Background: an optimization exercise with open tools, aiming at small area. Do not read the settings as production practice. RTL that was checked went through simulation tests only; none was proved equivalent to the original. Only the layout flow was run in runs 4 and 5; the RTL was not checked for function there. Power is estimated from default activity; no workload was simulated.

==> run.sh <==
#!/bin/bash
# synth_recipe.tcl (not shown) runs the flow's synth.tcl, then flattens the netlist and writes it again
# the make line also repeats each setting of config.mk as NAME=value (left out here)
make -C /OpenROAD-flow-scripts/flow DESIGN_CONFIG=/design/flow/config.mk WORK_HOME=/design/flow/orfs CLKGATE_MAP_FILE= SYNTH_SCRIPT=/design/flow/synth_recipe.tcl finish
==> config.mk <==
export PLATFORM = sky130hd
export DESIGN_NAME = OFDM_Symbol_Sync
export DESIGN_NICKNAME = OFDM_Symbol_Sync
export VERILOG_FILES = /design/flow/design.v
export SDC_FILE = /design/flow/constraint.sdc
export NUM_CORES = 4
export LEC_CHECK = 0
export CAP_MARGIN = 20
export CORE_MARGIN = 2
export CORE_UTILIZATION = 40
export PLACE_DENSITY = 0.6
export SLEW_MARGIN = 20
==> constraint.sdc <==
create_clock -name core_clock -period 5.5 [get_ports {clock_clk}]
set_input_delay 1.1000 -clock core_clock [delete_from_list [all_inputs] [get_ports {clock_clk}]]
set_output_delay 1.1000 -clock core_clock [all_outputs]
set_load 0.01 [all_outputs]
==> design.v <==
`timescale 1 ps / 1 ps
module ofdm_ss_rca #(parameter W = 8) (
    input  wire [W-1:0] a,
    input  wire [W-1:0] b,
    input  wire         ci,
    output wire [W-1:0] s,
    output wire         co
);
    wire [W:0] c;
    assign c[0] = ci;
    genvar k;
    generate for (k = 0; k < W; k = k + 1) begin : g
        assign s[k]   = a[k] ^ b[k] ^ c[k];
        assign c[k+1] = (a[k] & b[k]) | (c[k] & (a[k] ^ b[k]));
    end endgenerate
    assign co = c[W];
endmodule
module ofdm_ss_chan (
    input  wire        clk,
    input  wire        v,           
    input  wire [15:0] s,           
    input  wire        first,       
    input  wire        last,        
    input  wire        odd,         
    output wire        big          
);
    reg  [4:0] accL;
    reg  [7:0] accM, accH;
    reg        c5, c13;
    wire [4:0] nL;
    wire [7:0] nM, nH;
    wire       n5, n13, nc_unused;
    wire       keep = ~first;
    ofdm_ss_rca #(5) uL (.a(accL & {5{keep}}), .b(s[4:0]),  .ci(1'b0),      .s(nL), .co(n5));
    ofdm_ss_rca #(8) uM (.a(accM & {8{keep}}), .b(s[12:5]), .ci(c5 & keep), .s(nM), .co(n13));
    ofdm_ss_rca #(8) uH (.a(accH & {8{keep}}), .b({{5{s[15]}}, s[15:13]}), .ci(c13 & keep),
                         .s(nH), .co(nc_unused));
    reg [15:0] m32;
    reg        cm0, cm8;
    reg  [16:0] p4;
    reg         pc;
    wire [16:0] pa = p4 & {17{~odd}};
    wire [16:0] pb = {s[15], s};
    wire [16:0] nP;
    wire        n9, np_unused;
    ofdm_ss_rca #(9) uP0 (.a(pa[8:0]),  .b(pb[8:0]),  .ci(1'b0), .s(nP[8:0]),  .co(n9));
    ofdm_ss_rca #(8) uP1 (.a(pa[16:9]), .b(pb[16:9]), .ci(1'b0), .s(nP[16:9]), .co(np_unused));
    always @(posedge clk) begin
        if (v) begin
            accL <= nL;
            accM <= nM;
            accH <= nH;
            c5   <= n5;
            c13  <= n13;
            p4   <= nP;
            pc   <= n9 & ~odd;
        end
        if (v & last) begin
            m32 <= {nH, nM};
            cm0 <= n5;
            cm8 <= n13;
        end
    end
    wire [15:0] X = m32;
    wire [15:0] Y = p4[16:1];
    wire [7:0]  lo;
    wire        cl;
    ofdm_ss_rca #(8) uD0 (.a(X[7:0]), .b(~Y[7:0]), .ci(cm0), .s(lo), .co(cl));
    wire [8:0]  dh;
    ofdm_ss_rca #(9) uD1 (.a({X[15], X[15:8]}), .b(~{Y[15], Y[15:8]}), .ci(cm8), .s(dh), .co());
    wire a1 = &dh[8:1];
    wire z1 = ~|dh[8:1];
    wire dm2 = a1 & ~dh[0];
    wire dm1 = a1 &  dh[0];
    wire d0  = z1 & ~dh[0];
    wire dp1 = z1 &  dh[0];
    wire hz  = (pc == cl) ? d0  : (pc ? dp1 : dm1);
    wire hm1 = (pc == cl) ? dm1 : (pc ? d0  : dm2);
    wire le99  = ~lo[7] & ~(lo[6] & lo[5] & (lo[4] | lo[3] | lo[2]));
    wire ge155 = lo[7] & (lo[6] | lo[5] | (lo[4] & lo[3] & (lo[2] | (lo[1] & lo[0]))));
    assign big = ~((hz & le99) | (hm1 & ge155));
endmodule
module OFDM_Symbol_Sync #(
    THRESHOLD=100,
    OFDM_SYMBOL_LENGTH=64
) (
    output wire        sample_clock_reset,
    input  wire        clock_clk,
    input  wire        reset_reset,
    input  wire signed [31:0] asi_in0_data,
    input  wire        asi_in0_valid,
    output reg  [31:0] aso_out0_data,
    output reg         aso_out0_valid,
    output wire        aso_out0_endofpacket,
    output reg         aso_out0_startofpacket,
    output wire        pre_sampling
);
    wire [15:0] sI = asi_in0_data[15:0];
    wire [15:0] sR = asi_in0_data[31:16];
    wire v = asi_in0_valid;
    reg st_pkt, st_idle;
    wire st_srch = ~st_pkt & ~st_idle;
    reg [9:0] cnt;
    wire [4:0] idx = cnt[4:0];
    wire settd = cnt[5];
    wire bigR, bigI;
    ofdm_ss_chan chR (.clk(clock_clk), .v(v), .s(sR), .first(idx == 5'd0),
                      .last(idx == 5'd30), .odd(idx[0]), .big(bigR));
    ofdm_ss_chan chI (.clk(clock_clk), .v(v), .s(sI), .first(idx == 5'd0),
                      .last(idx == 5'd30), .odd(idx[0]), .big(bigI));
    reg flag;
    always @(posedge clock_clk)
        if (v & idx[0])
            flag <= bigR | bigI;
    wire detect = st_srch & v & idx[0] & flag & settd;
    wire pkt_end  = st_pkt & v & cnt[6];
    wire idle_end = st_idle & cnt[9];
    wire cnt_clr  = detect | pkt_end | idle_end;
    wire cnt_inc  = v | st_idle;
    wire [10:0] cc;
    assign cc[0] = cnt_inc;
    genvar k;
    generate for (k = 0; k < 10; k = k + 1) begin : g_cnt
        assign cc[k+1] = cc[k] & cnt[k];
    end endgenerate
    wire [9:0] cnt_up = cnt ^ cc[9:0];
    wire [15:0] orR, orI;
    assign orR[0] = 1'b0;
    assign orI[0] = 1'b0;
    generate for (k = 1; k < 16; k = k + 1) begin : g_neg
        assign orR[k] = orR[k-1] | sR[k-1];
        assign orI[k] = orI[k-1] | sI[k-1];
    end endgenerate
    always @(posedge clock_clk or posedge reset_reset) begin
        if (reset_reset) begin
            st_pkt <= 1'b0;
            st_idle <= 1'b0;
            cnt <= 10'd0;
            aso_out0_data <= 32'd0;
            aso_out0_valid <= 1'b0;
            aso_out0_startofpacket <= 1'b0;
        end else begin
            if (cnt_clr)
                cnt <= 10'd0;
            else if (st_srch) begin
                cnt[4:0] <= cnt_up[4:0];
                cnt[5] <= cnt[5] | cc[5];
            end else
                cnt <= cnt_up;
            if (detect) st_pkt <= 1'b1;
            else if (pkt_end) st_pkt <= 1'b0;
            if (pkt_end) st_idle <= 1'b1;
            else if (idle_end) st_idle <= 1'b0;
            if (st_pkt & v)
                aso_out0_data <= {sR ^ orR, sI ^ orI};
            aso_out0_valid <= detect | (st_pkt & ~aso_out0_valid & v & ~cnt[6]);
            aso_out0_startofpacket <= detect | (st_pkt & v & ~|cnt[6:0]);
        end
    end
    assign aso_out0_endofpacket = st_pkt & cnt[6];
    assign pre_sampling = ~st_pkt;
    assign sample_clock_reset = 1'b0;
endmodule
==> results_dict.tcl, run 1 <==
set metrics [dict create \
    wl_per_cell_um 16.25 \
    die-area_mm2 0.02401 \
    clockBufferDepth 2 \
    yosysWarnings 2 \
    syn_area_per_cell_um2 13.98 \
    die_h_um 155.0 \
    gp_congestion 0.7561 \
    synth_compound_area_frac 0.01812 \
    clk_latency_ns 0.43 \
    leakage_nw 4.683 \
    cts_root_buf "clkbuf_16" \
    grt_max_degree 48 \
    final_util 0.4799 \
    synth_top_family_by_area "adder cells" \
    worst_pin_slew_ns 0.8519 \
    syn2layout_area_growth_pct 18.48 \
    synth-simple-area-share 0.08236 \
    antenna_found_initial 0 \
    relSlewSlack 0.4295 \
    drc 0 \
    holdWs_ns 0.4832 \
    post-route-period-util 0.9154 \
    synth_mux_area_frac 0.03569 \
    drt_wl_total_mm 16.80 \
    final.setup_skew_ns 0.01281 \
    synth_top_area_share 0.3920 \
    dpl-instance-area_mm2 0.01019 \
    ff2ff_path_depth 16 \
    post_cts_buffers 0 \
    synth_edf_count 119 \
    synth_area_leader_cell "edfxtp_1" \
    synth.area.top_cells "edfxtp_1 39%, fa_1 22%, dfrtp_1 13%, ha_1 6.0%, inv_1 4.9%" \
    critPathLaunchType "flip-flop" \
    rsz0062_at_grt "false" \
    min_period_ns 5.035 \
    cp.required_ns 5.66 \
    path_clk_slew_ns 0.06 \
    via_per_inst 4.752 \
    crit_type "reg2reg" \
    hpwl_mm 12.38 \
    post_cts_resized 0 \
    powerDensity_mw_per_mm2 343.8 \
    cts_made_buffers 17 \
    fmax_mhz 198.6 \
    portBuffers 70 \
    setup_viol 0 \
    r2r_end "flag" \
    max_cap_violations 0 \
    whs_endpoint "aso_out0_valid" \
    tns_ns 0 \
    synthCells 652 \
    synth_area_mm2 0.009115 \
    holdPathStages 1 \
    holdCritStartpoint "aso_out0_valid" \
    ctsHtreeMaxLevel 4 \
    hp-class "reg2reg" \
    synth_cell_types 47 \
    dpl_worst_slack_ns 0.3358 \
    synthAdderAreaFrac 0.2756 \
    final_area_mm2 0.01080 \
    nets 913 \
    grt_pass1_vias 5562 \
    synth_flop_cell "edfxtp_1" \
    cts_tree "yes" \
    cts_sinks 165 \
    grt_pass1_wl_mm 28.43 \
    start_util 0.4051 \
    async_flop_share 0.2788 \
    antenna_cells 0 \
    die_x_um 155.0 \
    finalHoldViolCount 0 \
    drtPass1Iterations 4 \
    yosysSeqAreaShare 0.5183 \
    postRouteAntennaNets 0 \
    status "complete, no violations" \
    setup_ws_ns 0.4652 \
    fill_cells 1951 \
    regToRegStartpoint "chI.m32[8]" \
    slew_violations 0 \
    first_iter_violations 250 \
    peakVddDrop_v 0.0002060 \
    r2r_slack_ns 0.47 \
    floorplan.rows 55 \
    synth_commonest_cells "119 x edfxtp_1, 119 x inv_1, 98 x fa_1" \
    syn_nets 829 \
    end_kind "flip-flop" \
    postCtsHoldBufs 0 \
    vias 4914 \
    grt_util_all_layers 0.1552 \
    path_max_fanout 2 \
    ys_ff_latch 165 \
    io_pins 72 \
    crit_arrival_ns 5.20 \
    final_layout_size_suffix_gt1_frac 0.07210 \
    core_area_mm2 0.02250 \
    overflow 0 \
    synth_xor_area_frac 0.01249 \
]
metrics by stage:
step | instances | power (mW)
floorplan | 652 | 2.265
global placement | 1002 | 2.474
detailed placement | 1002 | 2.525
CTS | 1034 | 3.774
global route | 1034 | 3.982
finish | 1034 | 3.712
final cells by class:
cell class / instances / area (um^2) / share of cell area
Sequential cell: 165 / 4725 / 0.4375
Multi-Input combinational cell: 355 / 3876 / 0.3589
Timing Repair Buffer: 78 / 783.3 / 0.07253
Clock buffer: 21 / 460.4 / 0.04264
Inverter: 119 / 447.9 / 0.04148
Tap cell: 285 / 356.6 / 0.03302
Clock inverter: 11 / 150.1 / 0.01390
state kept, by name (all words and copies together), names as in the netlist, 8 cells and up:
signal,flops
aso_out0_data,32
chI.accH,8
chI.accM,8
chI.m32,16
chI.p4,17
chR.accH,8
chR.accM,8
chR.m32,16
chR.p4,17
cnt,10
worst max-delay path by stage:
stage              to        startpoint  cells after the start
2_1_floorplan    flag        chR.m32[8]                     16
3_3_place_gp   chI.pc   asi_in0_data[0]                     13
3_5_place_dp   chR.pc  asi_in0_data[16]                     13
4_1_cts          flag        chI.m32[8]                     16
5_1_grt          flag        chI.m32[8]                     16
6_report         flag        chI.m32[8]                     16
report_power, final:
part           switching, mW  internal [mW]
combinational          0.427          0.334
clock                  0.490          0.739
sequential            0.0434           1.68
placed cells by master, fill, tap and decap left out, types with 3 or more instances in the layout:
cell,instances
o21ai_0,5
dfrtp_1,46
mux2_2,8
mux2_1,20
and2_1,38
bufinv_16,3
inv_1,118
clkdlybuf4s50_1,69
xor2_1,5
buf_4,7
xnor2_1,8
a21oi_1,4
nand4_1,6
ha_1,44
fa_1,98
clkinvlp_4,5
nor2_1,34
clkbuf_16,17
nor2b_1,10
edfxtp_1,119
nand2b_1,4
nand2_1,38
routing by layer:
| layer | vias up | routed length (um) | GRT usage |
|---|---|---|---|
| li1 | 2286 | - | - |
| met1 | 2534 | 7554 | 0.2001 |
| met2 | 71 | 8481 | 0.2584 |
| met3 | 23 | 438 | 0.03649 |
| met4 | 0 | 323 | 0.05556 |
| met5 | - | 0 | 0 |
critical path, stage by stage (launching register included):
cell	delay (ns)
edfxtp_1	0.37
inv_1	0.08
fa_1	0.17
inv_1	0.05
fa_1	0.44
fa_1	0.46
fa_1	0.48
fa_1	0.46
fa_1	0.47
fa_1	0.43
inv_1	0.09
fa_1	0.41
nand4b_1	0.19
nor2_1	0.19
nand2_1	0.08
a22oi_1	0.27
o22ai_1	0.13
logic make-up after synthesis:
| logic type | after synthesis |
|---|---|
| flip-flops | 165 |
| AND/OR/NAND/NOR | 147 |
| adder cells (fa/ha/maj) | 142 |
| buffers and inverters | 132 |
| multiplexers | 29 |
| AO/OA/AOI/OAI | 23 |
| XOR/XNOR | 13 |
| other | 1 |
==> inputs of run 2 (changes only) <==
--- a/design.v
+++ b/design.v
@@ -31,30 +31,30 @@
     wire [7:0] nM, nH;
     wire       n5, n13, nc_unused;
     wire       keep = ~first;
-    ofdm_ss_rca #(5) uL (.a(accL & {5{keep}}), .b(s[4:0]),  .ci(1'b0),      .s(nL), .co(n5));
-    ofdm_ss_rca #(8) uM (.a(accM & {8{keep}}), .b(s[12:5]), .ci(c5 & keep), .s(nM), .co(n13));
-    ofdm_ss_rca #(8) uH (.a(accH & {8{keep}}), .b({{5{s[15]}}, s[15:13]}), .ci(c13 & keep),
+    wire [15:0] sv = s & {16{v}};
+    ofdm_ss_rca #(5) uL (.a(accL & {5{keep}}), .b(sv[4:0]),  .ci(1'b0),      .s(nL), .co(n5));
+    ofdm_ss_rca #(8) uM (.a(accM & {8{keep}}), .b(sv[12:5]), .ci(c5 & keep), .s(nM), .co(n13));
+    ofdm_ss_rca #(8) uH (.a(accH & {8{keep}}), .b({{5{sv[15]}}, sv[15:13]}), .ci(c13 & keep),
                          .s(nH), .co(nc_unused));
     reg [15:0] m32;
     reg        cm0, cm8;
     reg  [16:0] p4;
     reg         pc;
-    wire [16:0] pa = p4 & {17{~odd}};
-    wire [16:0] pb = {s[15], s};
+    wire [16:0] pa = p4 & {17{~(odd & v)}};
+    wire [16:0] pb = {sv[15], sv};
     wire [16:0] nP;
     wire        n9, np_unused;
     ofdm_ss_rca #(9) uP0 (.a(pa[8:0]),  .b(pb[8:0]),  .ci(1'b0), .s(nP[8:0]),  .co(n9));
     ofdm_ss_rca #(8) uP1 (.a(pa[16:9]), .b(pb[16:9]), .ci(1'b0), .s(nP[16:9]), .co(np_unused));
     always @(posedge clk) begin
-        if (v) begin
-            accL <= nL;
-            accM <= nM;
-            accH <= nH;
-            c5   <= n5;
-            c13  <= n13;
-            p4   <= nP;
-            pc   <= n9 & ~odd;
-        end
+        accL <= nL;
+        accM <= nM;
+        accH <= nH;
+        c5   <= n5;
+        c13  <= n13;
+        p4   <= nP;
+        if (v)
+            pc <= n9 & ~odd;
         if (v & last) begin
             m32 <= {nH, nM};
             cm0 <= n5;
==> flow/run.sh (new file) <==
#!/bin/bash
set -euo pipefail
export BUFFER_PORTS_ARGS="-buffer_cell sky130_fd_sc_hd__buf_1"
bash standard.sh > standard_flow.log 2>&1
==> standard.sh (new file) <==
#!/bin/bash
# synth_recipe.tcl (not shown) runs the flow's synth.tcl, then flattens the netlist and writes it again
# the make line also repeats each setting of config.mk as NAME=value (left out here)
make -C /OpenROAD-flow-scripts/flow DESIGN_CONFIG=/design/flow/config.mk WORK_HOME=/design/flow/orfs CLKGATE_MAP_FILE= SYNTH_SCRIPT=/design/flow/synth_recipe.tcl "${@:-finish}"
--- a/config.mk
+++ b/config.mk
@@ -8,5 +8,6 @@
 export CAP_MARGIN = 20
 export CORE_MARGIN = 2
 export CORE_UTILIZATION = 40
+export CTS_BUF_LIST = sky130_fd_sc_hd__clkbuf_8
 export PLACE_DENSITY = 0.6
 export SLEW_MARGIN = 20
removed: run.sh
==> run 2 against run 1 <==
  * Worst hold slack worse by 0.0088 ns
  * Maximum frequency increased by 3.1%
  * Critical endpoint unchanged
  * Largest power group unchanged
  * Core utilization down 2.3 points
  * Total power grew 7.5%
  * Sequential power is essentially flat
  * Synthesized area down 6.0%
  * Critical path type unchanged
  * Die area is 5.8% lower
  * Global-route usage decreased by 0.84 points
  * Synthesized cell count grew 8.4%
  * Clock power down 22%
  * Count of clock-buffer cells in the layout down 4
==> results_dict.tcl, run 2 <==
set metrics [dict create \
    min_period_ns 4.886 \
    power.switching_mw 1.281 \
    hp-class "reg2reg" \
    overflow 0 \
    pwr-share-seq 0.431 \
    async_flop_share 0.2788 \
    clkPwrFrac 0.240 \
    syn2layout_area_growth_pct 12.12 \
    floorplan.rows 53 \
    start_util 0.4077 \
    p_int_mw 2.708 \
    die_h_um 150.4 \
    dpl.cell_count 1041 \
    wl_met3_um 529 \
    crit_top_cell "fa_1" \
    postRouteAntennaNets 0 \
    cts_sinks 165 \
    ctsHtreeMaxLevel 4 \
    largest_reg_flops 32 \
    grt_pass1_vias 5091 \
    regMostFlops "aso_out0_data" \
    final_area_mm2 0.009609 \
    synth.area.top_cells "fa_1 23%, dfxtp_1 19%, edfxtp_1 14%, dfrtp_1 13%, ha_1 6.4%" \
    synth_top_area_share 0.2289 \
    yosysSeqAreaShare 0.4578 \
    cts_tree "yes" \
    path_clk_slew_ns 0.09 \
    wl_met1_mm 7.058 \
    critPathLaunchType "flip-flop" \
    synth-simple-area-share 0.1026 \
    worst_pin_slew_ns 0.9325 \
    relSlewSlack 0.3761 \
    clockBufferDepth 2 \
    cp.required_ns 5.70 \
    syn_nets 884 \
    post_cts_buffers 0 \
    hpwl_mm 11.07 \
    synth_xor_area_frac 0.01328 \
    tns_ns 0 \
    drt_wl_total_mm 14.68 \
    via_per_inst 4.436 \
    synth_top_family_by_area "adder cells" \
    grt_pass1_wl_mm 25.12 \
    p_total_mw 3.990 \
    cts_made_buffers 17 \
    antenna_found_initial 0 \
    synth_commonest_cells "138 x inv_1, 98 x fa_1, 80 x dfxtp_1" \
    top_regs "aso_out0_data (32), chI.p4 (17), chR.p4 (17)" \
    status "complete, no violations" \
    powerDensity_mw_per_mm2 415.2 \
    die-area_mm2 0.02261 \
    io_pins 72 \
    dpl-instance-area_mm2 0.009146 \
    portBuffers 70 \
    crit_type "reg2reg" \
    synth_area_leader_cell "fa_1" \
    antenna_cells 0 \
    grt_util_all_layers 0.1469 \
    final_layout_size_suffix_gt1_frac 0.1001 \
    slowest_delay_ns 0.47 \
    mostFrequentLayoutCells "137 x inv_1, 98 x fa_1, 80 x dfxtp_1" \
    post-route-period-util 0.8883 \
    postCtsHoldBufs 0 \
    gp_congestion 0.7321 \
    crit_arrival_ns 5.09 \
    final_common_cell "inv_1" \
    path_max_fanout 2 \
    highest_layer "met4" \
    ys_ff_latch 165 \
    synth_area_mm2 0.008571 \
    drc 0 \
    combPwrFrac 0.329 \
    slew_violations 0 \
    yosysWarnings 2 \
    synth_flop_cell "dfxtp_1" \
    critical_path.cell_chain "inv_1, fa_1, inv_1, fa_1, fa_1, fa_1, fa_1, fa_1, fa_1, inv_1, fa_1, nand4b_1, nor2_1, o2111ai_1, a21oi_1, o22ai_1" \
    die_x_um 150.4 \
    wl_per_cell_um 13.67 \
    finalHoldViolCount 0 \
    synthCells 707 \
    holdWs_ns 0.4744 \
    cts_root_buf "clkbuf_8" \
    leakage_nw 4.572 \
    synth_cell_types 49 \
    fill_cells 1927 \
    synth_compound_area_frac 0.02277 \
    setup_viol 0 \
    nets 963 \
    switching_share 0.3211 \
    vias 4764 \
    post_cts_resized 0 \
    core_area_mm2 0.02102 \
    synth_mux_area_frac 0.03796 \
    first_iter_violations 137 \
    clk_latency_ns 0.46 \
    rsz0062_at_grt "false" \
    end_kind "flip-flop" \
    drtPass1Iterations 4 \
    syn_area_per_cell_um2 12.12 \
    crit_path_top_delay_cell "fa_1" \
    synth_edf_count 39 \
    max_cap_violations 0 \
    synth.most_common_cell "inv_1" \
    synthAdderAreaFrac 0.2931 \
    wl_met2_mm 6.873 \
    layout.cells.non_filler 1074 \
    final.setup_skew_ns 0.01660 \
    fmax_mhz 204.7 \
    grt_max_degree 48 \
    peakVddDrop_v 0.0001979 \
]
==> run 2: cell count changes in the layout (fill, tap and decap cells not counted), moves of 9 or more <==
cell | previous run | this run
inv_1 | 118 | 137
buf_1 | 0 | 69
nor2b_1 | 10 | 1
nand2_1 | 38 | 56
edfxtp_1 | 119 | 39
clkbuf_8 | 2 | 17
clkdlybuf4s50_1 | 69 | 0
mux2_2 | 8 | 28
dfxtp_1 | 0 | 80
mux2_1 | 20 | 0
clkbuf_16 | 17 | 0
and2_1 | 38 | 56
==> run 2: logic make-up (layout without fill, tap and decap cells) <==
logic type	after synthesis	in the layout
multiplexers	29	29
AO/OA/AOI/OAI	28	28
flip-flops	165	165
other	1	1
XOR/XNOR	13	13
buffers and inverters	157	249
adder cells (fa/ha/maj)	142	142
AND/OR/NAND/NOR	172	172
==> run 2: final timing paths <==
check | from | endpoint | slack, ns | cells after the start
worst min register to register | aso_out0_valid | aso_out0_valid | 0.47 | 1
min in group asynchronous | reset_reset | aso_out0_data[3] | 0.78 | 3
worst min-delay path | aso_out0_valid | aso_out0_valid | 0.47 | 1
max in group asynchronous | reset_reset | aso_out0_data[26] | 4.27 | 3
worst max register to register | chI.m32[8] | flag | 0.61 | 16
worst max-delay path | chI.m32[8] | flag | 0.61 | 16
==> run 2: layout make-up <==
class                           count  area (um^2)  share of cell area
Multi-Input combinational cell    385         4040              0.4204
Clock inverter                     15        201.4             0.02096
Clock buffer                       17        234.0             0.02435
Timing Repair Buffer               78        344.1             0.03581
Tap cell                          275        344.1             0.03581
Sequential cell                   165         3924              0.4083
Inverter                          139        521.8             0.05430
==> run 2: power by group through the flow <==
| stage | Combinational [mW] | Clock (mW) | Sequential, mW |
|---|---|---|---|
| floorplan | 1.03 | 0 | 1.72 |
| finish | 1.31 | 0.958 | 1.72 |
| global placement | 1.29 | 0 | 1.74 |
| CTS | 1.35 | 0.987 | 1.72 |
| global route | 1.57 | 1.04 | 1.75 |
| detailed placement | 1.34 | 0 | 1.75 |
==> run 2: metal layers <==
metal | global-route usage | vias to the layer above
met1 | 0.2012 | 2335
met5 | 0 | -
li1 | - | 2333
met3 | 0.03303 | 15
met4 | 0.05236 | 0
met2 | 0.2305 | 81
==> run 2: metrics by stage <==
step	util	setup WS, ns
floorplan	-	0.6243
global placement	0.4351	0.5150
detailed placement	0.4351	0.4019
CTS	0.4558	0.5710
global route	0.4571	0.2379
finish	0.4571	0.6145
==> run 2: worst max-delay path, delay by kind of cell, from the launching register on <==
kind                       cells  cell delay [ns]
and+or+nand+nor                2             0.36
buffers and inverters          3             0.23
DFF                            1             0.37
AOI/OAI and AO/OA              3             0.38
adders and majority gates      8             3.29
==> inputs of run 3 (changes only) <==
==> run.sh (new file) <==
#!/bin/bash
# synth_recipe.tcl (not shown) runs the flow's synth.tcl, then flattens the netlist and writes it again
# the make line also repeats each setting of config.mk as NAME=value (left out here)
make -C /OpenROAD-flow-scripts/flow DESIGN_CONFIG=/design/flow/config.mk WORK_HOME=/design/flow/orfs CLKGATE_MAP_FILE= SYNTH_SCRIPT=/design/flow/synth_recipe.tcl finish
removed: flow/run.sh
removed: standard.sh
==> run 3 against run 2 <==
  * Still clean on timing, DRC and antenna
  * Worst setup slack worse by 0.12 ns
  * Cell count about the same
  * Count of clock-buffer cells in the layout up 2
  * Combinational power about the same
  * Synthesized cell count unchanged
  * Via count up 0.23%
  * Critical path depth unchanged
  * First-iteration DRC count up 30%
  * Highest routed layer unchanged
==> results_dict.tcl, run 3 <==
set metrics [dict create \
    status "complete, no violations" \
    floorplan.rows 53 \
    hpwl_mm 11.55 \
    r2r_end "flag" \
    holdCritStartpoint "aso_out0_valid" \
    path_clk_slew_ns 0.09 \
    grt.busiest_layer "met2" \
    finalHoldViolCount 0 \
    yosysSeqAreaShare 0.4578 \
    synthCells 707 \
    synth_area_mm2 0.008571 \
    max_cap_violations 0 \
    yosysWarnings 2 \
    rsz0062_at_grt "false" \
    r2r_slack_ns 0.50 \
    post_cts_resized 0 \
    worst_pin_slew_ns 0.9329 \
    post_cts_buffers 0 \
    synth.area.top_cells "fa_1 23%, dfxtp_1 19%, edfxtp_1 14%, dfrtp_1 13%, ha_1 6.4%" \
    powerDensity_mw_per_mm2 386.0 \
    synth_top_area_share 0.2289 \
    critPathLaunchType "flip-flop" \
    die_x_um 150.4 \
    regMostFlops "aso_out0_data" \
    final_layout_size_suffix_gt1_frac 0.09250 \
    post-route-period-util 0.9095 \
    regToRegStartpoint "chR.m32[8]" \
    clockBufferDepth 2 \
    tns_ns 0 \
    crit_type "reg2reg" \
    synth_area_leader_cell "fa_1" \
    synth_flop_cell "dfxtp_1" \
    overflow 0 \
    min_period_ns 5.002 \
    synth_cell_types 49 \
    synth_commonest_cells "138 x inv_1, 98 x fa_1, 80 x dfxtp_1" \
    use_met2 0.2334 \
    nets 964 \
    gp_congestion 0.7591 \
    vias 4775 \
    start_util 0.4077 \
    path_max_fanout 2 \
    fmax_mhz 199.9 \
    cp.required_ns 5.71 \
    grt_util_all_layers 0.1538 \
    holdWs_ns 0.4791 \
    final_common_cell "inv_1" \
    leakage_nw 4.714 \
    syn_nets 884 \
    use_met1 0.2186 \
    layout.cells.non_filler 1075 \
    antenna_cells 0 \
    end_kind "flip-flop" \
    core_area_mm2 0.02102 \
    gr-usage-met3 0.03848 \
    largest_reg_flops 32 \
    postCtsHoldBufs 0 \
    drc 0 \
    ys_ff_latch 165 \
    antenna_found_initial 0 \
    relSlewSlack 0.3758 \
    async_flop_share 0.2788 \
    portBuffers 70 \
    cts_tree "yes" \
    grt_max_degree 48 \
    wl_per_cell_um 14.20 \
    clk_latency_ns 0.46 \
    setup_viol 0 \
    ff2ff_path_depth 16 \
    postRouteAntennaNets 0 \
    via_per_inst 4.442 \
    crit_arrival_ns 5.21 \
    syn_area_per_cell_um2 12.12 \
    drtPass1Iterations 4 \
    synth_edf_count 39 \
    ctsHtreeMaxLevel 4 \
    top_regs "aso_out0_data (32), chI.p4 (17), chR.p4 (17)" \
    grt_pass1_wl_mm 26.24 \
    holdPathStages 1 \
    cts_sinks 165 \
    drt_wl_total_mm 15.26 \
    io_pins 72 \
    syn2layout_area_growth_pct 16.35 \
    hp-class "reg2reg" \
    die_h_um 150.4 \
    synth.most_common_cell "inv_1" \
    grt_pass1_vias 5196 \
    cts_root_buf "clkbuf_8" \
    first_iter_violations 178 \
    final_util 0.4744 \
    peakVddDrop_v 0.0001801 \
    cts_made_buffers 17 \
    dpl.cell_count 1042 \
    slew_violations 0 \
    final.setup_skew_ns 0.01343 \
    mostFrequentLayoutCells "140 x inv_1, 98 x fa_1, 80 x dfxtp_1" \
    whs_endpoint "aso_out0_valid" \
    die-area_mm2 0.02261 \
    startpoint "chR.m32[8]" \
]
==> run 3: area by class of cell <==
cell class	count	area, um^2
repair buffers	79	788.3
fillers	1927	11050
clock buffers	19	261.5
clock inverters	13	92.59
multi-input cells	385	4040
inverters	139	521.8
flip-flops and latches	165	3924
well taps	275	344.1
==> run 3: metrics by stage <==
stage	setup WS, ns	total power [mW]	area [um^2]
2_1_floorplan	0.6243	2.750	8571
3_3_place_gp	0.2416	3.054	9590
3_5_place_dp	0.1365	3.103	9590
4_1_cts	0.4581	3.923	9945
5_1_grt	0.1078	4.229	9972
6_report	0.4979	3.850	9972
==> run 3: cell families (layout without fill, tap and decap cells) <==
kind of cell | after synthesis | after routing | share of synthesized area
muxes | 29 | 29 | 0.03796
other | 1 | 1 | 0.0004375
adders and majority gates | 142 | 142 | 0.2931
DFF | 165 | 165 | 0.4578
xor gates and xnor gates | 13 | 13 | 0.01328
and+or+nand+nor | 172 | 172 | 0.1026
buffers and inverters | 157 | 250 | 0.07197
AOI/OAI and AO/OA | 28 | 28 | 0.02278
==> run 3: layer usage <==
metal,vias up,wire length [um]
met5,-,0
met4,0,148
met3,11,491
met2,72,7186
met1,2349,7437
li1,2343,-
==> run 3: how the worst max path moves through the flow <==
stage	endpoint	slack [ns]
4_1_cts	flag	0.46
5_1_grt	flag	0.11
3_5_place_dp	chI.p4[8]	0.14
6_report	flag	0.50
2_1_floorplan	chR.p4[8]	0.62
3_3_place_gp	chI.p4[8]	0.24
==> run 3: power by group <==
group | switching (mW) | internal (mW)
Sequential | 0.0857 | 1.64
Clock | 0.431 | 0.370
Combinational | 0.739 | 0.586
==> run 3: worst max-delay path, stage by stage, from the launching register on <==
cell and delay (ns):
edfxtp_1 0.36, inv_1 0.09, fa_1 0.17, inv_1 0.05, fa_1 0.44, fa_1 0.48
fa_1 0.47, fa_1 0.46, fa_1 0.46, fa_1 0.42, inv_1 0.09, fa_1 0.39
nand4b_1 0.18, nor2_1 0.18, o21ai_0 0.15, a211oi_2 0.27, o22ai_1 0.10
==> inputs of run 4 (changes only) <==
--- a/design.v
+++ b/design.v
@@ -45,7 +45,8 @@
     wire [16:0] nP;
     wire        n9, np_unused;
     ofdm_ss_rca #(9) uP0 (.a(pa[8:0]),  .b(pb[8:0]),  .ci(1'b0), .s(nP[8:0]),  .co(n9));
-    ofdm_ss_rca #(8) uP1 (.a(pa[16:9]), .b(pb[16:9]), .ci(1'b0), .s(nP[16:9]), .co(np_unused));
+    ofdm_ss_rca #(8) uP1 (.a(pa[16:9]), .b(pb[16:9]), .ci(pc & ~(odd & v)), .s(nP[16:9]),
+                          .co(np_unused));
     always @(posedge clk) begin
         accL <= nL;
         accM <= nM;
@@ -53,8 +54,7 @@
         c5   <= n5;
         c13  <= n13;
         p4   <= nP;
-        if (v)
-            pc <= n9 & ~odd;
+        pc   <= n9;
         if (v & last) begin
             m32 <= {nH, nM};
             cm0 <= n5;
@@ -127,9 +127,11 @@
     wire [15:0] orR, orI;
     assign orR[0] = 1'b0;
     assign orI[0] = 1'b0;
-    generate for (k = 1; k < 16; k = k + 1) begin : g_neg
-        assign orR[k] = orR[k-1] | sR[k-1];
-        assign orI[k] = orI[k-1] | sI[k-1];
+    assign orR[1] = sR[0];
+    assign orI[1] = sI[0];
+    generate for (k = 2; k < 16; k = k + 1) begin : g_neg
+        assign orR[k] = orR[k-2] | sR[k-2] | sR[k-1];
+        assign orI[k] = orI[k-2] | sI[k-2] | sI[k-1];
     end endgenerate
     always @(posedge clock_clk or posedge reset_reset) begin
         if (reset_reset) begin
==> flow/run.sh (new file) <==
#!/bin/bash
set -euo pipefail
export SYNTH_ARGS="-noabc"
export BUFFER_PORTS_ARGS="-buffer_cell sky130_fd_sc_hd__buf_1"
bash standard.sh > standard_flow.log 2>&1
==> standard.sh (new file) <==
#!/bin/bash
# synth_recipe.tcl (not shown) runs the flow's synth.tcl, then flattens the netlist and writes it again
# the make line also repeats each setting of config.mk as NAME=value (left out here)
make -C /OpenROAD-flow-scripts/flow DESIGN_CONFIG=/design/flow/config.mk WORK_HOME=/design/flow/orfs CLKGATE_MAP_FILE= SYNTH_SCRIPT=/design/flow/synth_recipe.tcl "${@:-finish}"
removed: run.sh
==> run 4 against run 3 <==
  * Clock power increased by 16%
  * Worst hold slack got worse by 0.0097 ns
  * First-iteration DRC count increased by 29%
  * Largest cell class unchanged
==> results_dict.tcl, run 4 <==
set metrics [dict create \
    pwr-share-seq 0.444 \
    end_kind "flip-flop" \
    antenna_cells 0 \
    die_x_um 149.7 \
    crit_top_cell "fa_1" \
    r2r_end "flag" \
    gp_congestion 0.7604 \
    synth_top_family_by_area "adder cells" \
    core_area_mm2 0.02096 \
    combPwrFrac 0.325 \
    clockBufferDepth 2 \
    mostFrequentLayoutCells "116 x and2_1, 98 x fa_1, 82 x dfxtp_1" \
    rsz0062_at_grt "false" \
    synth.most_common_cell "and2_1" \
    grt_pass1_wl_mm 25.21 \
    die-area_mm2 0.02240 \
    setup_ws_ns 0.3150 \
    power.switching_mw 1.281 \
    regToRegStartpoint "chI.m32[8]" \
    synth-simple-area-share 0.1255 \
    first_iter_violations 229 \
    syn2layout_area_growth_pct 12.19 \
    grt_max_degree 47 \
    max_cap_violations 0 \
    path_clk_slew_ns 0.10 \
    antenna_found_initial 0 \
    p_int_mw 2.736 \
    ctsHtreeMaxLevel 4 \
    io_pins 72 \
    drtPass1Iterations 4 \
    crit_type "reg2reg" \
    yosysWarnings 2 \
    post_cts_buffers 0 \
    switching_share 0.3188 \
    synth_commonest_cells "116 x and2_1, 100 x fa_1, 82 x dfxtp_1" \
    cts_made_buffers 17 \
    p_total_mw 4.017 \
    drt_wl_total_mm 14.74 \
    cp.required_ns 5.70 \
    path_max_fanout 2 \
    final_layout_size_suffix_gt1_frac 0.09960 \
    relSlewSlack 0.4233 \
    portBuffers 70 \
    worst_pin_slew_ns 0.8619 \
    synth_mux_area_frac 0.03951 \
    postCtsHoldBufs 0 \
    powerDensity_mw_per_mm2 421.9 \
    regMostFlops "aso_out0_data" \
    drc 0 \
    synthAdderAreaFrac 0.2978 \
    cp_num_buf_inv 2 \
    floorplan.rows 53 \
    postRouteAntennaNets 0 \
    nets 907 \
    holdPathStages 1 \
    status "complete, no violations" \
    final_common_cell "and2_1" \
    peakVddDrop_v 0.0001704 \
    critPathLaunchType "flip-flop" \
    synth_cell_types 44 \
    dpl.cell_count 986 \
    finalHoldViolCount 0 \
    layout.cells.non_filler 1018 \
    syn_nets 827 \
    synth_flop_cell "dfxtp_1" \
    ys_ff_latch 165 \
    ff2ff_path_depth 15 \
    syn_area_per_cell_um2 13.06 \
    fmax_mhz 192.9 \
    slew_violations 0 \
    crit_family "adder cells" \
    overflow 0 \
    wl_per_cell_um 14.48 \
    grt_util_all_layers 0.1452 \
    synth_xor_area_frac 0.01342 \
    die_h_um 149.7 \
    async_flop_share 0.2788 \
    dpl_worst_slack_ns -0.1305 \
    post-route-period-util 0.9427 \
    critical_path.cell_chain "inv_1, fa_1, fa_1, fa_1, fa_1, fa_1, fa_1, fa_1, inv_1, fa_1, nand4b_1, nor2_1, nand4_1, a211oi_1, o22ai_1" \
    crit_arrival_ns 5.38 \
    slowest_delay_ns 0.47 \
    holdCritStartpoint "aso_out0_valid" \
    synth_compound_area_frac 0.01931 \
    synth_area_leader_cell "fa_1" \
    vias 4670 \
    crit_path_top_delay_cell "fa_1" \
    synth.area.top_cells "fa_1 24%, dfxtp_1 19%, dfrtp_1 14%, edfxtp_1 13%, and2_1 8.6%" \
    cts_sinks 165 \
    clkPwrFrac 0.231 \
    r2r_slack_ns 0.31 \
    hp-class "reg2reg" \
    cts_tree "yes" \
    top_regs "aso_out0_data (32), chI.p4 (17), chR.p4 (17)" \
    start_util 0.4050 \
    final_util 0.4544 \
    cts_root_buf "clkbuf_8" \
    synth_area_mm2 0.008487 \
    setup_viol 0 \
    whs_endpoint "aso_out0_valid" \
    grt_pass1_vias 5244 \
    tns_ns 0 \
    synth_top_area_share 0.2359 \
    yosysSeqAreaShare 0.4600 \
    hpwl_mm 11.40 \
    largest_reg_flops 32 \
    leakage_nw 4.278 \
    min_period_ns 5.185 \
    synthCells 650 \
    clk_latency_ns 0.46 \
    via_per_inst 4.587 \
    synth_edf_count 37 \
    final.setup_skew_ns 0.02153 \
]
-- run 4: changes by cell type in the layout (fill, tap and decap cells not counted), sizes merged, moves of 3 or more --
cell / change
inv: -63
and2: +60
nor2: -27
clkinvlp: -3
buf: +71
clkdlybuf4s50: -70
nand2: -29
-- run 4: how the worst max path moves through the flow --
stage                   from         to  slack (ns)  cells after the start
6_report          chI.m32[8]       flag        0.31                     15
5_1_grt           chI.m32[8]       flag        0.01                     15
4_1_cts           chR.m32[8]       flag        0.21                     15
3_5_place_dp   asi_in0_valid  chI.p4[8]       -0.13                     12
3_3_place_gp   asi_in0_valid  chI.p4[8]       -0.07                     12
2_1_floorplan  asi_in0_valid  chI.p4[8]        0.02                     12
-- run 4: timing repair --
item	in CTS	in global routing
resized for setup	0	1
hold endpoints to repair	0	0
setup endpoints to repair	0	1
-- run 4: cell families (layout without fill, tap and decap cells) --
logic type | after synthesis | count (layout)
AND/OR/NAND/NOR | 178 | 178
flip-flops | 165 | 165
adder cells (fa/ha/maj) | 142 | 142
buffers and inverters | 95 | 188
multiplexers | 30 | 30
AO/OA/AOI/OAI | 26 | 26
XOR/XNOR | 13 | 13
other | 1 | 1
-- run 4: metrics by stage --
step / cell area (um^2) / hold slack [ns]
after global routing: 9522 / 0.4943
after detailed placement: 9092 / 0.4554
after CTS: 9515 / 0.4663
final: 9522 / 0.4694
after floorplan: 8492 / 0.4602
after global placement: 9092 / 0.4514
-- run 4: power groups by stage --
| stage | sequential, mW | clock [mW] | combinational [mW] |
|---|---|---|---|
| 4_1_cts | 1.79 | 0.952 | 1.34 |
| 5_1_grt | 1.82 | 1.01 | 1.54 |
| 3_5_place_dp | 1.81 | 0 | 1.32 |
| 6_report | 1.78 | 0.928 | 1.31 |
| 3_3_place_gp | 1.81 | 0 | 1.23 |
| 2_1_floorplan | 1.77 | 0 | 1.02 |
-- run 4: layer usage --
layer / GRT usage / up-vias / share of wire / routed length, um
met5: 0 / - / 0 / 0
met1: 0.1943 / 2347 / 0.47 / 6879
li1: - / 2232 / - / -
met4: 0.05047 / 0 / 0.016 / 240
met3: 0.03323 / 19 / 0.035 / 510
met2: 0.2339 / 72 / 0.48 / 7110
-- run 4: layout make-up --
class,count,area [um^2]
clock buffers,18,247.7
clock inverters,14,175.2
fillers,1909,11430
inverters,76,286.5
multi-input cells,390,4227
flip-flops and latches,165,3904
well taps,275,344.1
repair buffers,80,337.8
-- run 4: worst reg2reg max path: stages, from the launching register on --
cell and delay, ns:
edfxtp_1 0.33, inv_1 0.05, fa_1 0.43, fa_1 0.46
fa_1 0.46, fa_1 0.46, fa_1 0.46, fa_1 0.47
fa_1 0.44, inv_1 0.09, fa_1 0.40, nand4b_1 0.19
nor2_1 0.22, nand4_1 0.12, a211oi_1 0.22, o22ai_1 0.15
==> inputs of run 5 (changes only) <==
==> flow/run.sh (replaced) <==
#!/bin/bash
set -euo pipefail
export SYNTH_ARGS="-noabc"
export BUFFER_PORTS_ARGS="-buffer_cell sky130_fd_sc_hd__buf_1"
export CTS_ARGS="-sink_clustering_enable -repair_clock_nets -dont_use_dummy_load -buf_list sky130_fd_sc_hd__clkbuf_8"
bash standard.sh > standard_flow.log 2>&1
==> run 5 against run 4 <==
  * Clock skew rose by 0.012 ns
  * Largest cell class unchanged
  * Worst hold slack got worse by 0.0014 ns
  * Critical endpoint unchanged
  * Still clean
  * Sequential share of layout area rose by 0.83 points
==> results_dict.tcl, run 5 <==
set metrics [dict create \
    post_cts_buffers 0 \
    synth.area.top_cells "fa_1 24%, dfxtp_1 19%, dfrtp_1 14%, edfxtp_1 13%, and2_1 8.6%" \
    cts_sinks 165 \
    post_cts_resized 0 \
    synth_commonest_cells "116 x and2_1, 100 x fa_1, 82 x dfxtp_1" \
    regMostFlops "aso_out0_data" \
    ys_ff_latch 165 \
    die_x_um 149.7 \
    fmax_mhz 192.3 \
    antenna_found_initial 0 \
    largest_reg_flops 32 \
    wl_per_cell_um 14.67 \
    post-route-period-util 0.9453 \
    relSlewSlack 0.4172 \
    grt_pass1_vias 5216 \
    cts_root_buf "clkbuf_8" \
    min_period_ns 5.199 \
    cts_made_buffers 17 \
    mostFrequentLayoutCells "116 x and2_1, 98 x fa_1, 82 x dfxtp_1" \
    vias 4643 \
    peakVddDrop_v 0.0001687 \
    slew_violations 0 \
    gp_congestion 0.7604 \
    cts_tree "yes" \
    slowest_delay_ns 0.47 \
    clockBufferDepth 2 \
    top_regs "aso_out0_data (32), chI.p4 (17), chR.p4 (17)" \
    syn2layout_area_growth_pct 9.966 \
    setup_viol 0 \
    powerDensity_mw_per_mm2 400.8 \
    final_layout_size_suffix_gt1_frac 0.08104 \
    grt_max_degree 47 \
    grt_pass1_wl_mm 25.07 \
    async_flop_share 0.2788 \
    synth_edf_count 37 \
    io_pins 72 \
    crit_family "adder cells" \
    worst_pin_slew_ns 0.8710 \
    postCtsHoldBufs 0 \
    yosysWarnings 2 \
    hp-class "reg2reg" \
    cp.required_ns 5.70 \
    postRouteAntennaNets 0 \
    portBuffers 70 \
    syn_area_per_cell_um2 13.06 \
    tns_ns 0 \
    final_common_cell "and2_1" \
    core_area_mm2 0.02096 \
    drc 0 \
    nets 907 \
    ctsHtreeMaxLevel 4 \
    crit_path_top_delay_cell "fa_1" \
    critical_path.cell_chain "inv_1, fa_1, fa_1, fa_1, fa_1, fa_1, fa_1, fa_1, inv_1, fa_1, nand4b_1, nor2_1, nand4_1, a211oi_2, o22ai_1" \
    path_max_fanout 2 \
    crit_top_cell "fa_1" \
    end_kind "flip-flop" \
    critPathLaunchType "flip-flop" \
    dpl.cell_count 986 \
    drtPass1Iterations 4 \
    leakage_nw 4.186 \
    start_util 0.4050 \
    antenna_cells 0 \
    die-area_mm2 0.02240 \
    layout.cells.non_filler 1003 \
    crit_arrival_ns 5.40 \
    yosysSeqAreaShare 0.4600 \
    fill_cells 1930 \
    hpwl_mm 11.40 \
    final.setup_skew_ns 0.03375 \
    synthCells 650 \
    via_per_inst 4.629 \
    synth_flop_cell "dfxtp_1" \
    synth_area_leader_cell "fa_1" \
    syn_nets 827 \
    synth_area_mm2 0.008487 \
    synth_cell_types 44 \
    grt_util_all_layers 0.1445 \
    synth_top_area_share 0.2359 \
    path_clk_slew_ns 0.10 \
    cp_num_buf_inv 2 \
    floorplan.rows 53 \
    first_iter_violations 223 \
    drt_wl_total_mm 14.71 \
    overflow 0 \
    status "complete, no violations" \
    finalHoldViolCount 0 \
    synth.most_common_cell "and2_1" \
    crit_type "reg2reg" \
    max_cap_violations 0 \
    clk_latency_ns 0.46 \
    rsz0062_at_grt "false" \
    die_h_um 149.7 \
]
==> run 5: cell count changes in the layout (fill, tap and decap cells not counted), moves of 2 or more <==
cell,delta
inv_6,-3
bufinv_16,-3
clkinv_2,-2
clkinv_4,-4
==> run 5: cells by family after synthesis <==
kind of cell / synth area share
simple gates: 0.1255
flops: 0.4600
fa+ha+maj: 0.2978
buf+inv: 0.04408
mux: 0.03951
compound gates: 0.01931
xor+xnor: 0.01342
other cells: 0.0004419
==> run 5: final timing paths <==
kind                           startpoint           endpoint  slack (ns)  cells after the start
setup / recovery               chR.m32[8]               flag        0.30                     15
hold / removal             aso_out0_valid     aso_out0_valid        0.47                      1
setup reg to reg               chR.m32[8]               flag        0.30                     15
hold reg to reg            aso_out0_valid     aso_out0_valid        0.47                      1
max in group asynchronous     reset_reset  aso_out0_data[30]        4.20                      2
min in group asynchronous     reset_reset   aso_out0_data[2]        0.76                      2
==> run 5: where the power goes <==
part	internal [mW]	leakage (nW)	switching, mW
logic	0.626	2.42	0.679
clock network	0.273	0.122	0.377
registers	1.64	1.64	0.141
==> run 5: layout make-up <==
cell class | instances | area (um^2) | area share
multi-input combinational | 390 | 4227 | 0.4529
sequential | 165 | 3904 | 0.4183
tap | 275 | 344.1 | 0.03687
timing repair buffer | 80 | 337.8 | 0.03620
inverter | 76 | 286.5 | 0.03070
clock buffer | 17 | 234.0 | 0.02507
==> run 5: metrics by stage <==
step | hold WS [ns] | cell area [um^2] | power (mW) | setup WS (ns) | utilization
2_1_floorplan | 0.4602 | 8492 | 2.789 | 0.01933 | -
3_3_place_gp | 0.4514 | 9092 | 3.039 | -0.06868 | 0.4339
3_5_place_dp | 0.4554 | 9092 | 3.134 | -0.1305 | 0.4339
4_1_cts | 0.4650 | 9326 | 3.805 | 0.1993 | 0.4451
5_1_grt | 0.4929 | 9333 | 4.091 | 0.03931 | 0.4454
6_report | 0.4680 | 9333 | 3.741 | 0.3010 | 0.4454
==> run 5: metal layers <==
metal	vias to the layer above	GRT usage	routed length, um
met3	17	0.03415	518
met5	-	0	0
met2	69	0.2314	7068
met4	0	0.04906	216
met1	2347	0.1946	6909
li1	2210	-	-
==> inputs of run 6 (changes only) <==
--- a/design.v
+++ b/design.v
@@ -22,6 +22,8 @@
     input  wire        first,       
     input  wire        last,        
     input  wire        odd,         
+    input  wire        count,       
+    output wire        c512,        
     output wire        big          
 );
     reg  [4:0] accL;
@@ -30,12 +32,13 @@
     wire [4:0] nL;
     wire [7:0] nM, nH;
     wire       n5, n13, nc_unused;
-    wire       keep = ~first;
+    wire       keep = ~first | count;
     wire [15:0] sv = s & {16{v}};
-    ofdm_ss_rca #(5) uL (.a(accL & {5{keep}}), .b(sv[4:0]),  .ci(1'b0),      .s(nL), .co(n5));
+    ofdm_ss_rca #(5) uL (.a(accL & {5{keep}}), .b(sv[4:0]),  .ci(count),     .s(nL), .co(n5));
     ofdm_ss_rca #(8) uM (.a(accM & {8{keep}}), .b(sv[12:5]), .ci(c5 & keep), .s(nM), .co(n13));
     ofdm_ss_rca #(8) uH (.a(accH & {8{keep}}), .b({{5{sv[15]}}, sv[15:13]}), .ci(c13 & keep),
                          .s(nH), .co(nc_unused));
+    assign c512 = (&accM[3:0]) & c5;
     reg [15:0] m32;
     reg        cm0, cm8;
     reg  [16:0] p4;
@@ -100,30 +103,32 @@
     wire v = asi_in0_valid;
     reg st_pkt, st_idle;
     wire st_srch = ~st_pkt & ~st_idle;
-    reg [9:0] cnt;
+    reg [6:0] cnt;
     wire [4:0] idx = cnt[4:0];
     wire settd = cnt[5];
-    wire bigR, bigI;
-    ofdm_ss_chan chR (.clk(clock_clk), .v(v), .s(sR), .first(idx == 5'd0),
-                      .last(idx == 5'd30), .odd(idx[0]), .big(bigR));
-    ofdm_ss_chan chI (.clk(clock_clk), .v(v), .s(sI), .first(idx == 5'd0),
-                      .last(idx == 5'd30), .odd(idx[0]), .big(bigI));
+    wire bigR, bigI, c512;
+    wire vs = v & st_srch;
+    ofdm_ss_chan chR (.clk(clock_clk), .v(vs), .s(sR), .first(idx == 5'd0),
+                      .last(idx == 5'd30), .odd(idx[0]), .count(st_idle), .c512(c512),
+                      .big(bigR));
+    ofdm_ss_chan chI (.clk(clock_clk), .v(vs), .s(sI), .first(idx == 5'd0),
+                      .last(idx == 5'd30), .odd(idx[0]), .count(1'b0), .c512(),
+                      .big(bigI));
     reg flag;
     always @(posedge clock_clk)
         if (v & idx[0])
             flag <= bigR | bigI;
     wire detect = st_srch & v & idx[0] & flag & settd;
     wire pkt_end  = st_pkt & v & cnt[6];
-    wire idle_end = st_idle & cnt[9];
+    wire idle_end = st_idle & c512;
     wire cnt_clr  = detect | pkt_end | idle_end;
-    wire cnt_inc  = v | st_idle;
-    wire [10:0] cc;
-    assign cc[0] = cnt_inc;
+    wire [7:0] cc;
+    assign cc[0] = v;
     genvar k;
-    generate for (k = 0; k < 10; k = k + 1) begin : g_cnt
+    generate for (k = 0; k < 7; k = k + 1) begin : g_cnt
         assign cc[k+1] = cc[k] & cnt[k];
     end endgenerate
-    wire [9:0] cnt_up = cnt ^ cc[9:0];
+    wire [6:0] cnt_up = cnt ^ cc[6:0];
     wire [15:0] orR, orI;
     assign orR[0] = 1'b0;
     assign orI[0] = 1'b0;
@@ -137,13 +142,13 @@
         if (reset_reset) begin
             st_pkt <= 1'b0;
             st_idle <= 1'b0;
-            cnt <= 10'd0;
+            cnt <= 7'd0;
             aso_out0_data <= 32'd0;
             aso_out0_valid <= 1'b0;
             aso_out0_startofpacket <= 1'b0;
         end else begin
             if (cnt_clr)
-                cnt <= 10'd0;
+                cnt <= 7'd0;
             else if (st_srch) begin
                 cnt[4:0] <= cnt_up[4:0];
                 cnt[5] <= cnt[5] | cc[5];
==> run 6 against run 5 <==
  * Synthesized area decreased by 2.0%
  * Worst setup slack got worse by 0.085 ns
  * Critical path depth decreased by 2
  * Clock skew decreased by 0.0075 ns
==> results_dict.tcl, run 6 <==
set metrics [dict create \
    fmax_mhz 189.3 \
    final.setup_skew_ns 0.02627 \
    largest_reg_flops 32 \
    r2r_end "flag" \
    powerDensity_mw_per_mm2 525.7 \
    cts_root_buf "clkbuf_8" \
    antenna_found_initial 0 \
    regToRegStartpoint "chI.p4[1]" \
    fill_cells 1873 \
    crit_arrival_ns 5.45 \
    ys_ff_latch 162 \
    ctsHtreeMaxLevel 4 \
    finalHoldViolCount 0 \
    core_area_mm2 0.02030 \
    dpl-instance-area_mm2 0.009014 \
    synthCells 630 \
    hp-class "reg2reg" \
    portBuffers 70 \
    die-area_mm2 0.02195 \
    critPathLaunchType "flip-flop" \
    cts_tree "yes" \
    drtPass1Iterations 4 \
    synth_commonest_cells "101 x fa_1, 94 x and2_1, 82 x dfxtp_1" \
    final_util 0.4556 \
    yosysSeqAreaShare 0.4605 \
    synth_edf_count 37 \
    r2r_slack_ns 0.22 \
    ff2ff_path_depth 13 \
    setup_viol 0 \
    synth_flop_cell "dfxtp_1" \
    worst_pin_slew_ns 0.9131 \
    nets 894 \
    holdPathStages 1 \
    grt_max_degree 44 \
    cts_sinks 162 \
    clk_latency_ns 0.46 \
    path_clk_slew_ns 0.09 \
    mostFrequentLayoutCells "94 x and2_1, 89 x fa_1, 82 x dfxtp_1" \
    final_layout_size_suffix_gt1_frac 0.1114 \
    path_max_fanout 5 \
    postCtsHoldBufs 0 \
    status "complete, no violations" \
    post-route-period-util 0.9607 \
    overflow 0 \
    first_iter_violations 177 \
    die_h_um 148.2 \
    holdCritStartpoint "aso_out0_valid" \
    cts_made_buffers 17 \
    post_cts_buffers 0 \
    cp.required_ns 5.66 \
    peakVddDrop_v 0.0002342 \
    start_util 0.4096 \
    io_pins 72 \
    final_area_mm2 0.009248 \
    grt_pass1_vias 5305 \
    floorplan.rows 52 \
    wl_per_cell_um 15.73 \
    final_common_cell "and2_1" \
    postRouteAntennaNets 0 \
    synth_area_mm2 0.008314 \
    syn_nets 804 \
    drt_wl_total_mm 15.55 \
    whs_endpoint "aso_out0_valid" \
    rsz0062_at_grt "false" \
    die_x_um 148.2 \
    via_per_inst 4.639 \
    grt_util_all_layers 0.1572 \
    synth_area_leader_cell "fa_1" \
    vias 4583 \
    synth.area.top_cells "fa_1 24%, dfxtp_1 20%, edfxtp_1 13%, dfrtp_1 13%, and2_1 7.1%" \
    yosysWarnings 2 \
    synth.most_common_cell "fa_1" \
    relSlewSlack 0.3904 \
    post_cts_resized 0 \
    async_flop_share 0.2654 \
    hpwl_mm 12.37 \
    min_period_ns 5.284 \
    syn_area_per_cell_um2 13.20 \
    max_cap_violations 0 \
    syn2layout_area_growth_pct 11.23 \
    slew_violations 0 \
    leakage_nw 4.063 \
    top_regs "aso_out0_data (32), chI.p4 (17), chR.p4 (17)" \
    gp_congestion 0.7819 \
    synth_top_area_share 0.2432 \
    crit_type "reg2reg" \
    synth_cell_types 44 \
    regMostFlops "aso_out0_data" \
    end_kind "flip-flop" \
    antenna_cells 0 \
    clockBufferDepth 2 \
    grt_pass1_wl_mm 26.69 \
    drc 0 \
]
==> run 6: critical path: stages (launching register included) <==
cell       delay (ns)
dfxtp_1          0.36
fa_1             0.46
fa_1             0.47
fa_1             0.46
fa_1             0.46
fa_1             0.46
fa_1             0.46
fa_1             0.46
fa_1             0.53
xnor2_1          0.18
nor2_1           0.10
o211ai_1         0.11
a211oi_1         0.37
o2bb2ai_1        0.14
==> run 6: per-stage QoR <==
| step | setup TNS [ns] | total power, mW | hold slack [ns] | cells | setup slack (ns) |
|---|---|---|---|---|---|
| after floorplan | 0 | 3.609 | 0.4602 | 630 | 0.009184 |
| after global placement | -0.09523 | 4.105 | 0.4580 | 971 | -0.05183 |
| after detailed placement | -0.4728 | 4.286 | 0.4531 | 971 | -0.1100 |
| after CTS | 0 | 4.953 | 0.4764 | 988 | 0.2084 |
| after global routing | 0 | 5.366 | 0.5101 | 988 | 0.01062 |
| final | 0 | 4.862 | 0.4854 | 988 | 0.2161 |
==> run 6: final cells by class <==
cell class	instances	area (um^2)	area share
well taps	270	337.8	0.03653
clock buffers	17	234.0	0.02530
flip-flops and latches	162	3829	0.4140
repair buffers	87	402.9	0.04357
inverters	74	277.8	0.03004
multi-input cells	378	4167	0.4505
==> run 6: power breakdown <==
| part | leakage [nW] | switching, mW | total (mW) | internal, mW |
|---|---|---|---|---|
| Combinational | 2.40 | 1.13 | 2.14 | 1.01 |
| Sequential | 1.54 | 0.259 | 2.08 | 1.82 |
| Clock | 0.122 | 0.374 | 0.646 | 0.273 |
==> run 6: how the worst max path moves through the flow <==
stage                              from     endpoint  slack (ns)  cells after the start
final                         chI.p4[1]         flag        0.22                     13
after global routing             cnt[0]  chR.m32[15]        0.01                     14
after CTS                     chI.p4[1]         flag        0.21                     13
after detailed placement  asi_in0_valid    chR.p4[8]       -0.11                     14
after global placement    asi_in0_valid    chI.p4[8]       -0.05                     14
after floorplan           asi_in0_valid    chI.p4[8]       0.009                     13
==> run 6: logic make-up after synthesis <==
| family | share of synthesized area |
|---|---|
| compound gates | 0.02047 |
| xor+xnor | 0.01369 |
| fa+ha+maj | 0.3004 |
| buf+inv | 0.04199 |
| flops | 0.4605 |
| mux | 0.03913 |
| other cells | 0.0004510 |
| simple gates | 0.1234 |
==> run 6: per-layer routing <==
metal	GRT usage	wire, um	vias up
li1	-	-	2178
met3	0.02730	341	20
met1	0.2114	7358	2326
met5	0	0	-
met2	0.2581	7570	59
met4	0.05714	275	0
==> inputs of run 7 (changes only) <==
==> flow/run.sh (replaced) <==
#!/bin/bash
set -euo pipefail
export SYNTH_ARGS="-noabc"
export BUFFER_PORTS_ARGS="-buffer_cell sky130_fd_sc_hd__buf_1"
export CTS_ARGS="-sink_clustering_enable -repair_clock_nets -dont_use_dummy_load -buf_list {sky130_fd_sc_hd__clkbuf_4 sky130_fd_sc_hd__clkbuf_8} -root_buf sky130_fd_sc_hd__clkbuf_8"
bash standard.sh > standard_flow.log 2>&1
==> run 7 against run 6 <==
  * Non-clock buffer count unchanged
  * Design area unchanged
  * Register-to-register slack about the same
  * Largest power group unchanged
  * Total power unchanged
  * Clock skew unchanged
  * Routed wire length unchanged
  * Sequential power about the same
  * Still clean on timing, DRC and antenna
  * Combinational power about the same
  * Highest routed layer unchanged
  * Cell count unchanged
  * Sequential cell count unchanged
==> results_dict.tcl, run 7 <==
set metrics [dict create \
    status "complete, no violations" \
    synth_commonest_cells "101 x fa_1, 94 x and2_1, 82 x dfxtp_1" \
    grt_util_all_layers 0.1572 \
    dpl-instance-area_mm2 0.009014 \
    final.setup_skew_ns 0.02627 \
    cts_root_buf "clkbuf_8" \
    largest_reg_flops 32 \
    worst_pin_slew_ns 0.9131 \
    finalHoldViolCount 0 \
    synth.most_common_cell "fa_1" \
    fill_cells 1873 \
    post_cts_buffers 0 \
    syn2layout_area_growth_pct 11.23 \
    portBuffers 70 \
    die-area_mm2 0.02195 \
    r2r_slack_ns 0.22 \
    synthCells 630 \
    synth_cell_types 44 \
    first_iter_violations 177 \
    pwr-share-seq 0.428 \
    relSlewSlack 0.3904 \
    grt_pass1_wl_mm 26.69 \
    yosysWarnings 2 \
    peakVddDrop_v 0.0002342 \
    antenna_cells 0 \
    cp.required_ns 5.66 \
    cp_num_buf_inv 0 \
    crit_arrival_ns 5.45 \
    clk_latency_ns 0.46 \
    drtPass1Iterations 4 \
    final_common_cell "and2_1" \
    antenna_found_initial 0 \
    post-route-period-util 0.9607 \
    synth_top_area_share 0.2432 \
    max_cap_violations 0 \
    crit_path_top_delay_cell "fa_1" \
    clockBufferDepth 2 \
    combPwrFrac 0.439 \
    nets 894 \
    cts_made_buffers 17 \
    critical_path.cell_chain "fa_1, fa_1, fa_1, fa_1, fa_1, fa_1, fa_1, fa_1, xnor2_1, nor2_1, o211ai_1, a211oi_1, o2bb2ai_1" \
    post_cts_resized 0 \
    synth_edf_count 37 \
    syn_nets 804 \
    vias 4583 \
    cts_tree "yes" \
    switching_share 0.3618 \
    wl_per_cell_um 15.73 \
    end_kind "flip-flop" \
    slowest_delay_ns 0.53 \
    crit_family "adder cells" \
    slew_violations 0 \
    clkPwrFrac 0.133 \
    drt_wl_total_mm 15.55 \
    drc 0 \
    min_period_ns 5.284 \
    grt_max_degree 44 \
    postCtsHoldBufs 0 \
    powerDensity_mw_per_mm2 525.7 \
    hp-class "reg2reg" \
    leakage_nw 4.063 \
    final_layout_size_suffix_gt1_frac 0.1114 \
    syn_area_per_cell_um2 13.20 \
    setup_viol 0 \
    fmax_mhz 189.3 \
    critPathLaunchType "flip-flop" \
    ctsHtreeMaxLevel 4 \
    path_clk_slew_ns 0.09 \
    multi_input_area_mm2 0.004167 \
    crit_top_cell "fa_1" \
    ys_ff_latch 162 \
    synth_flop_cell "dfxtp_1" \
    seq_area_mm2 0.003829 \
    io_pins 72 \
    die_h_um 148.2 \
    synth_area_mm2 0.008314 \
    final_area_mm2 0.009248 \
    final_util 0.4556 \
    synth.area.top_cells "fa_1 24%, dfxtp_1 20%, edfxtp_1 13%, dfrtp_1 13%, and2_1 7.1%" \
    yosysSeqAreaShare 0.4605 \
    crit_type "reg2reg" \
    async_flop_share 0.2654 \
    cts_sinks 162 \
    die_x_um 148.2 \
    p_total_mw 4.862 \
    floorplan.rows 52 \
    tns_ns 0 \
    synth_area_leader_cell "fa_1" \
    hpwl_mm 12.37 \
    core_area_mm2 0.02030 \
    gp_congestion 0.7819 \
    regMostFlops "aso_out0_data" \
    path_max_fanout 5 \
    mostFrequentLayoutCells "94 x and2_1, 89 x fa_1, 82 x dfxtp_1" \
    via_per_inst 4.639 \
    start_util 0.4096 \
    top_regs "aso_out0_data (32), chI.p4 (17), chR.p4 (17)" \
    overflow 0 \
    rsz0062_at_grt "false" \
    grt_pass1_vias 5305 \
    power.switching_mw 1.759 \
    p_int_mw 3.103 \
    postRouteAntennaNets 0 \
]
[run 7: cell counts after synthesis]
Identical to the previous run, type by type.
[run 7: cell families after synthesis]
family / after synthesis / synth area share
mux: 29 / 0.03913
flops: 162 / 0.4605
other cells: 1 / 0.0004510
compound gates: 26 / 0.02047
xor+xnor: 13 / 0.01369
simple gates: 170 / 0.1234
buf+inv: 90 / 0.04199
fa+ha+maj: 139 / 0.3004
[run 7: power groups by stage]
stage / registers (mW) / logic (mW) / clock network [mW]
final: 2.08 / 2.14 / 0.646
after global routing: 2.14 / 2.51 / 0.715
after CTS: 2.09 / 2.20 / 0.670
after detailed placement: 2.10 / 2.18 / 0
after global placement: 2.08 / 2.02 / 0
after floorplan: 2.08 / 1.53 / 0
[run 7: through the flow]
stage	hold slack, ns	setup WS [ns]	instances
after floorplan	0.4602	0.009184	630
after global placement	0.4580	-0.05183	971
after detailed placement	0.4531	-0.1100	971
after CTS	0.4764	0.2084	988
after global routing	0.5101	0.01062	988
final	0.4854	0.2161	988
[run 7: worst paths after layout]
path                                start          endpoint  depth (start not counted)
setup / recovery                chI.p4[1]              flag                         13
hold / removal             aso_out0_valid    aso_out0_valid                          1
setup reg to reg                chI.p4[1]              flag                         13
hold reg to reg            aso_out0_valid    aso_out0_valid                          1
max in group asynchronous     reset_reset            cnt[5]                          2
min in group asynchronous     reset_reset  aso_out0_data[1]                          2
[run 7: final cells by class]
type | instances | area share
well taps | 270 | 0.03653
multi-input cells | 378 | 0.4505
flip-flops and latches | 162 | 0.4140
clock buffers | 17 | 0.02530
inverters | 74 | 0.03004
repair buffers | 87 | 0.04357
[run 7: routing by layer]
metal,GRT usage,vias to the layer above,wire [um]
met1,0.2114,2326,7358
met4,0.05714,0,275
li1,-,2178,-
met3,0.02730,20,341
met5,0,-,0
met2,0.2581,59,7570
[run 7: worst reg2reg max path: cells and delay by family (launching register included)]
| kind | cells | cell delay (ns) |
|---|---|---|
| AND/OR/NAND/NOR | 1 | 0.10 |
| adder cells (fa/ha/maj) | 8 | 3.76 |
| XOR/XNOR | 1 | 0.18 |
| AO/OA/AOI/OAI | 3 | 0.62 |
| flip-flops | 1 | 0.36 |

[re-timing with driven ports]
In the flow no input, the clock included, has a driving cell. The finished layouts below were timed again as built, in two steps.
Step 1 assumes that a clkbuf_16 drives the clock port and a buf_2 every other input.
Step 2 adds t to the input delays and takes it off the output delays; t is the mean of the earliest and latest rising clock arrival at the registers after step 1. Input paths then give back, and output paths get back, about the clock's delay inside the block.
Slacks: ideal / step 1 / step 2; pairs: ideal / step 1.
| run | t (ns) | setup WS [ns] | worst data-port slew with drivers (ns) |
|---|---|---|---|
| run 1 | 0.472 | 0.465 / 0.465 / 0.336 | 0.04 |
| run 2 | 0.487 | 0.614 / 0.614 / 0.380 | 0.05 |
| run 3 | 0.490 | 0.498 / 0.498 / 0.128 | 0.06 |
| run 4 | 0.487 | 0.315 / 0.315 / -0.145 | 0.04 |
| run 5 | 0.479 | 0.301 / 0.301 / -0.123 | 0.04 |
| run 6 | 0.478 | 0.216 / 0.216 / -0.090 | 0.04 |
| run 7 | 0.478 | 0.216 / 0.216 / -0.090 | 0.04 |
With both steps, setup timing fails in run 4, run 5, run 6 and run 7, where it was met with ideal ports. For run 4, which loses most, drivers alone change the setup slack by 0.000 ns; drivers and shift together by -0.460 ns.
